Background: an optimization exercise with open tools, aiming at a short achievable clock period and few clock cycles. Do not read the settings as production practice. Only simulation tests tie the RTL to the original design; equivalence was not proved. Power is estimated from default activity; no workload was simulated.

==> inputs of exp/pepper <==
## mips_core
module mips_core (
	input wire clk,   
	input wire rst,   
	output wire [31:0] inst_addr,   
	input wire [31:0] inst_data,   
	output wire mem_wen,   
	output wire [31:0] mem_addr,   
	output wire [31:0] mem_dout,   
	input wire [31:0] mem_din   
	);
	datapath DATAPATH (
		.clk(clk),
		.rst(rst),
		.inst_addr(inst_addr),
		.inst_data(inst_data),
		.mem_wen(mem_wen),
		.mem_addr(mem_addr),
		.mem_dout(mem_dout),
		.mem_din(mem_din)
	);
endmodule
clock: 6.0 ns
lec_check: 0
cap_margin: 20
core_margin: 2
core_utilization: 40
place_density: 0.6
setup_slack_margin: 3.0
slew_margin: 20
run.sh (not shown) runs the stock make flow with config.mk's settings and CLKGATE_MAP_FILE= SYNTH_SCRIPT=/design/flow/synth_recipe.tcl, a recipe that flattens the netlist after the stock synthesis.
==> exp/cedar: changes against exp/pepper <==
--- a/flow/design.v
+++ b/flow/design.v
@@ -1,26 +1,15 @@
  `timescale 1ns / 1ps
 module alu (
 	input wire [31:0] a, b,   
 	input wire [4:0] sa,
-	input wire [31:0] a_reg, b_reg,   
-	input wire [31:0] res, res_n,     
-	input wire sel_rr,   
-	input wire sel_mr,   
-	input wire sel_rm,   
-	input wire sel_rn,   
 	input wire op_add, op_sub, op_and, op_or, op_slt, op_srl, op_pass,
 	output wire [31:0] result
 	);
-	wire [31:0] sum_rr, sum_mr, sum_rm, sum_rn;
-	prefix_add #(32) ADD_RR (.a(a_reg), .b(b_reg), .cin(op_sub), .sum(sum_rr), .cout());
-	prefix_add #(32) ADD_MR (.a(res), .b(b_reg), .cin(op_sub), .sum(sum_mr), .cout());
-	prefix_add #(32) ADD_RM (.a(a_reg), .b(res), .cin(1'b0), .sum(sum_rm), .cout());
-	prefix_add #(32) ADD_RN (.a(a_reg), .b(res_n), .cin(1'b1), .sum(sum_rn), .cout());
-	wire [31:0] sum = ({32{sel_rr}} & sum_rr) | ({32{sel_mr}} & sum_mr)
-		| ({32{sel_rm}} & sum_rm) | ({32{sel_rn}} & sum_rn);
+	wire [31:0] sum;
+	prefix_add #(32) ADDER (.a(a), .b(b), .cin(op_sub), .sum(sum), .cout());
 	wire lt = (a[31] ^ ~b[31]) ? a[31] : sum[31];
 	wire [31:0] shr = b >> sa;
 	assign result = ({32{op_add}} & sum)
 		| ({32{op_and}} & (a & b))
 		| ({32{op_or}} & (a | b))
 		| {31'b0, op_slt & lt}
@@ -319,27 +308,15 @@
 	wire [29:0] pc4_w;
 	prefix_add #(30) PC_INC (.a(pc[31:2]), .b(30'd0), .cin(1'b1), .sum(pc4_w), .cout());
 	wire [31:0] pc4 = {pc4_w, pc[1:0]};
 	wire [5:0] if_op = inst_data[31:26];
 	wire if_jump = (if_op == INST_J) || (if_op == INST_JAL);
 	wire [31:0] jump_target = {4'b0000, inst_data[25:0], 2'b00};
-	wire if_rs_eq_rt = (inst_data[25:21] == inst_data[20:16]);
-	wire if_pred = ((if_op == INST_BEQ) && if_rs_eq_rt) || ((if_op == INST_BNE) && !if_rs_eq_rt);
-	wire [9:0] fast_lo;
-	wire fast_c;
-	prefix_add #(10) FAST_ADD (.a(pc[11:2]), .b(inst_data[9:0]), .cin(1'b1), .sum(fast_lo), .cout(fast_c));
-	wire fast_ok = fast_c ? (inst_data[15:10] == 6'h3F) : (inst_data[15:10] == 6'h00);
-	wire if_fast = if_pred && fast_ok;
-	wire [31:0] fast_target = {pc[31:12], fast_lo, pc[1:0]};
-	wire [29:0] bt_w;
-	prefix_add #(30) BT_ADD (.a(pc[31:2]), .b({{14{inst_data[15]}}, inst_data[15:0]}), .cin(1'b1), .sum(bt_w), .cout());
 	reg id_valid;
 	reg [31:0] id_inst;
 	reg [31:0] id_pc4;
-	reg id_pred;   
-	reg [31:0] id_target;
 	wire d_rs_used, d_rt_used, d_b_is_rt, d_wen, d_load, d_store, d_branch, d_beq, d_jr;
 	wire [2:0] d_b_imm;
 	wire [4:0] d_dst;
 	wire d_add, d_sub, d_and, d_or, d_slt, d_srl, d_pass;
 	controller CONTROLLER (
 		.inst(id_inst),
@@ -348,12 +325,22 @@
 		.is_load(d_load), .is_store(d_store), .is_branch(d_branch), .is_beq(d_beq), .is_jr(d_jr),
 		.op_add(d_add), .op_sub(d_sub), .op_and(d_and), .op_or(d_or), .op_slt(d_slt),
 		.op_srl(d_srl), .op_pass(d_pass)
 	);
 	wire [4:0] rs = id_inst[25:21];
 	wire [4:0] rt = id_inst[20:16];
+	wire id_rs_eq_rt = (rs == rt);
+	wire id_pred = d_branch && (d_beq == id_rs_eq_rt);
+	wire [15:0] bt_lo;
+	wire bt_c;
+	prefix_add #(16) BT_ADD (.a(id_pc4[17:2]), .b(id_inst[15:0]), .cin(1'b0), .sum(bt_lo), .cout(bt_c));
+	wire [13:0] pc_hi_inc, pc_hi_dec;
+	prefix_add #(14) HI_INC (.a(id_pc4[31:18]), .b(14'd0), .cin(1'b1), .sum(pc_hi_inc), .cout());
+	prefix_add #(14) HI_DEC (.a(id_pc4[31:18]), .b(14'h3FFF), .cin(1'b0), .sum(pc_hi_dec), .cout());
+	wire [13:0] bt_hi = (bt_c == id_inst[15]) ? id_pc4[31:18] : (bt_c ? pc_hi_inc : pc_hi_dec);
+	wire [31:0] branch_target = {bt_hi, bt_lo, id_pc4[1:0]};
 	reg ex_wen, ex_load, ex_store, ex_branch;
 	reg [4:0] ex_dst;
 	reg mem_wen_r, mem_load, mem_store;
 	reg [4:0] mem_dst;
 	reg [31:0] mem_res;
 	reg [31:0] mem_res_n;   
@@ -371,60 +358,51 @@
 	wire rs_mem_hit = mem_wen_r && (mem_dst == rs);
 	wire rt_mem_hit = mem_wen_r && (mem_dst == rt);
 	wire [31:0] fwd_rs = rs_mem_hit ? mem_wdata : rf_rs;
 	wire [31:0] fwd_rt = rt_mem_hit ? mem_wdata : rf_rt;
 	wire stall = id_valid && (
 		(d_rs_used && rs_ex_hit && (ex_load || d_jr)) ||
-		(d_rt_used && rt_ex_hit && ex_load) ||
-		(d_rs_used && d_b_is_rt && !d_branch && rs_ex_hit && rt_ex_hit));
-	reg [31:0] ex_a, ex_b, ex_sd, ex_pc4, ex_target;
-	reg ex_pred;
+		(d_rt_used && rt_ex_hit && ex_load));
+	reg [31:0] ex_a, ex_b, ex_sd, ex_alt;
 	reg [4:0] ex_sa;
 	reg ex_byp_a, ex_byp_b, ex_byp_bn, ex_byp_sd, ex_mis_eq;
 	reg ex_add, ex_sub, ex_and, ex_or, ex_slt, ex_srl, ex_pass;
 	wire [31:0] opa = ex_a | ({32{ex_byp_a}} & mem_res);
 	wire [31:0] opb = ex_b | ({32{ex_byp_b}} & mem_res) | ({32{ex_byp_bn}} & mem_res_n);
 	wire [31:0] sd = ex_sd | ({32{ex_byp_sd}} & mem_res);
 	wire [31:0] alu_out;
 	alu ALU (
 		.a(opa), .b(opb), .sa(ex_sa),
-		.a_reg(ex_a), .b_reg(ex_b), .res(mem_res), .res_n(mem_res_n),
-		.sel_rr(!ex_byp_a && !ex_byp_b && !ex_byp_bn), .sel_mr(ex_byp_a),
-		.sel_rm(ex_byp_b), .sel_rn(ex_byp_bn),
 		.op_add(ex_add), .op_sub(ex_sub), .op_and(ex_and), .op_or(ex_or),
 		.op_slt(ex_slt), .op_srl(ex_srl), .op_pass(ex_pass),
 		.result(alu_out)
 	);
-	wire eq_regs = (ex_a == ex_b);
-	wire eq_mem_b = (mem_res == ex_b);
-	wire eq_a_mem = (ex_a == mem_res);
-	wire ex_eq = ex_byp_a ? (ex_byp_b || eq_mem_b) : (ex_byp_b ? eq_a_mem : eq_regs);
+	wire ex_eq = (opa == opb);
 	wire mispredict = ex_branch && (ex_eq == ex_mis_eq);
 	wire jr_redirect = id_valid && d_jr && !stall && !mispredict;
-	wire [31:0] pc_seq = jr_redirect ? fwd_rs : if_jump ? jump_target : if_fast ? fast_target : pc4;
-	wire [31:0] ex_alt = ex_pred ? ex_pc4 : ex_target;
-	wire [31:0] pc_keep = rst ? PC_RESET : (stall ? pc : pc_seq);
+	wire br_redirect = id_valid && id_pred && !stall && !mispredict;
+	wire [31:0] pc_seq = jr_redirect ? fwd_rs : br_redirect ? branch_target : if_jump ? jump_target : pc4;
 	always @(posedge clk) begin
-		if (mispredict && !rst)
+		if (rst)
+			pc <= PC_RESET;
+		else if (mispredict)
 			pc <= ex_alt;
-		else
-			pc <= pc_keep;
+		else if (!stall)
+			pc <= pc_seq;
 	end
 	assign inst_addr = pc;
 	always @(posedge clk) begin
-		if (rst || mispredict || jr_redirect)
+		if (rst || mispredict || jr_redirect || br_redirect)
 			id_valid <= 0;
 		else if (!stall)
 			id_valid <= 1;
 	end
 	always @(posedge clk) begin
 		if (!stall) begin
 			id_inst <= inst_data;
 			id_pc4 <= pc4;
-			id_pred <= if_fast;
-			id_target <= {bt_w, pc[1:0]};
 		end
 	end
 	wire id_go = id_valid && !stall && !mispredict;
 	always @(posedge clk) begin
 		if (rst || !id_go) begin
 			ex_wen <= 0;
@@ -438,15 +416,13 @@
 			ex_store <= d_store;
 			ex_branch <= d_branch;
 		end
 	end
 	always @(posedge clk) begin
 		ex_dst <= d_dst;
-		ex_pred <= id_pred;
-		ex_pc4 <= id_pc4;
-		ex_target <= id_target;
+		ex_alt <= id_pred ? id_pc4 : branch_target;
 		ex_sa <= id_inst[10:6];
 		ex_add <= d_add;
 		ex_sub <= d_sub;
 		ex_and <= d_and;
 		ex_or <= d_or;
 		ex_slt <= d_slt;
==> run summary <==
Synthesized area: exp/pepper is higher than exp/cedar (about 9%). In exp/cedar the via count is lower than in exp/pepper, by about 11%. Critical path depth: exp/cedar is higher than exp/pepper (1). Of exp/pepper and exp/cedar, exp/pepper has the higher total power (gap 8.5%, measured against exp/cedar). Between exp/cedar and exp/pepper, the lower maximum frequency is in exp/cedar (gap 11%, measured against exp/pepper). Against exp/pepper, the utilization of exp/cedar is lower by 1.4 points. Against exp/pepper, the routed wire length of exp/cedar is smaller by 11%.
==> figures <==
|  | exp/cedar | exp/pepper |
|---|---|---|
| Simple-gate share of the synthesized area | 0.0518 | 0.0547 |
| Number of clock buffers inserted by TritonCTS | 146 | 155 |
| Post_cts resized | 393 | 653 |
| Lkg Pwr | 28.3 nW | 31.8 nW |
| Die height | 410 µm | 428 µm |
| Initial cell density of the core | 0.402 | 0.403 |
| Status | finished clean | finished clean |
| Clock distribution power | 9.15 mW | 9.69 mW |
| Via count of the first global-routing pass | 43500 | 49300 |
| R2r worst-path depth | 12 | 11 |
| Well-Tap Cells | 2189 | 2355 |
| Worst skew pair latency | 0.81 ns | 0.86 ns |
| Wire length after detailed routing | 238 mm | 268 mm |
| Mean cell area of the mapped netlist | 14.9 µm² | 14.5 µm² |
| Total half-perimeter wirelength after legalization and detailed placement | 150 mm | 169 mm |
| CP peak stage delay | 0.58 ns | 0.65 ns |
Testbench counts of exp/pepper, summed over its fixed seeds: cycles 22,675.
Testbench counts of exp/cedar, summed over its fixed seeds: cycles 23,869.

==> afterwards: timing with drivers on the ports <==
In the flow no input, the clock included, has a driving cell. The finished layouts below were timed again as built, in two steps.
Step 1 sets driving cells, clkbuf_16 on the clock port and buf_2 on the other inputs (assumed; they add their load-dependent delay and slew).
Step 2 adds t to the input delays and takes it off the output delays; t is the mean of the earliest and latest rising clock arrival at the registers after step 1. Input paths then give back, and output paths get back, about the clock's delay inside the block.
Three values: ideal, step 1, step 2; two values: the first two.
run | t (ns) | setup slack, ns | worst setup path after step 2 | clock arrival spread, ns | worst slew at a driven data input, ns
exp/pepper | 0.913 | 2.616 / 2.616 / 1.918 | input to register | 0.065 / 0.065 | 0.06
exp/cedar | 0.890 | 2.192 / 2.192 / 1.815 | input to register | 0.028 / 0.028 | 0.08
After both steps every run listed still meets setup and hold. The setup slack of exp/pepper, which loses most, moves by 0.000 ns with the drivers and by -0.698 ns with both steps.
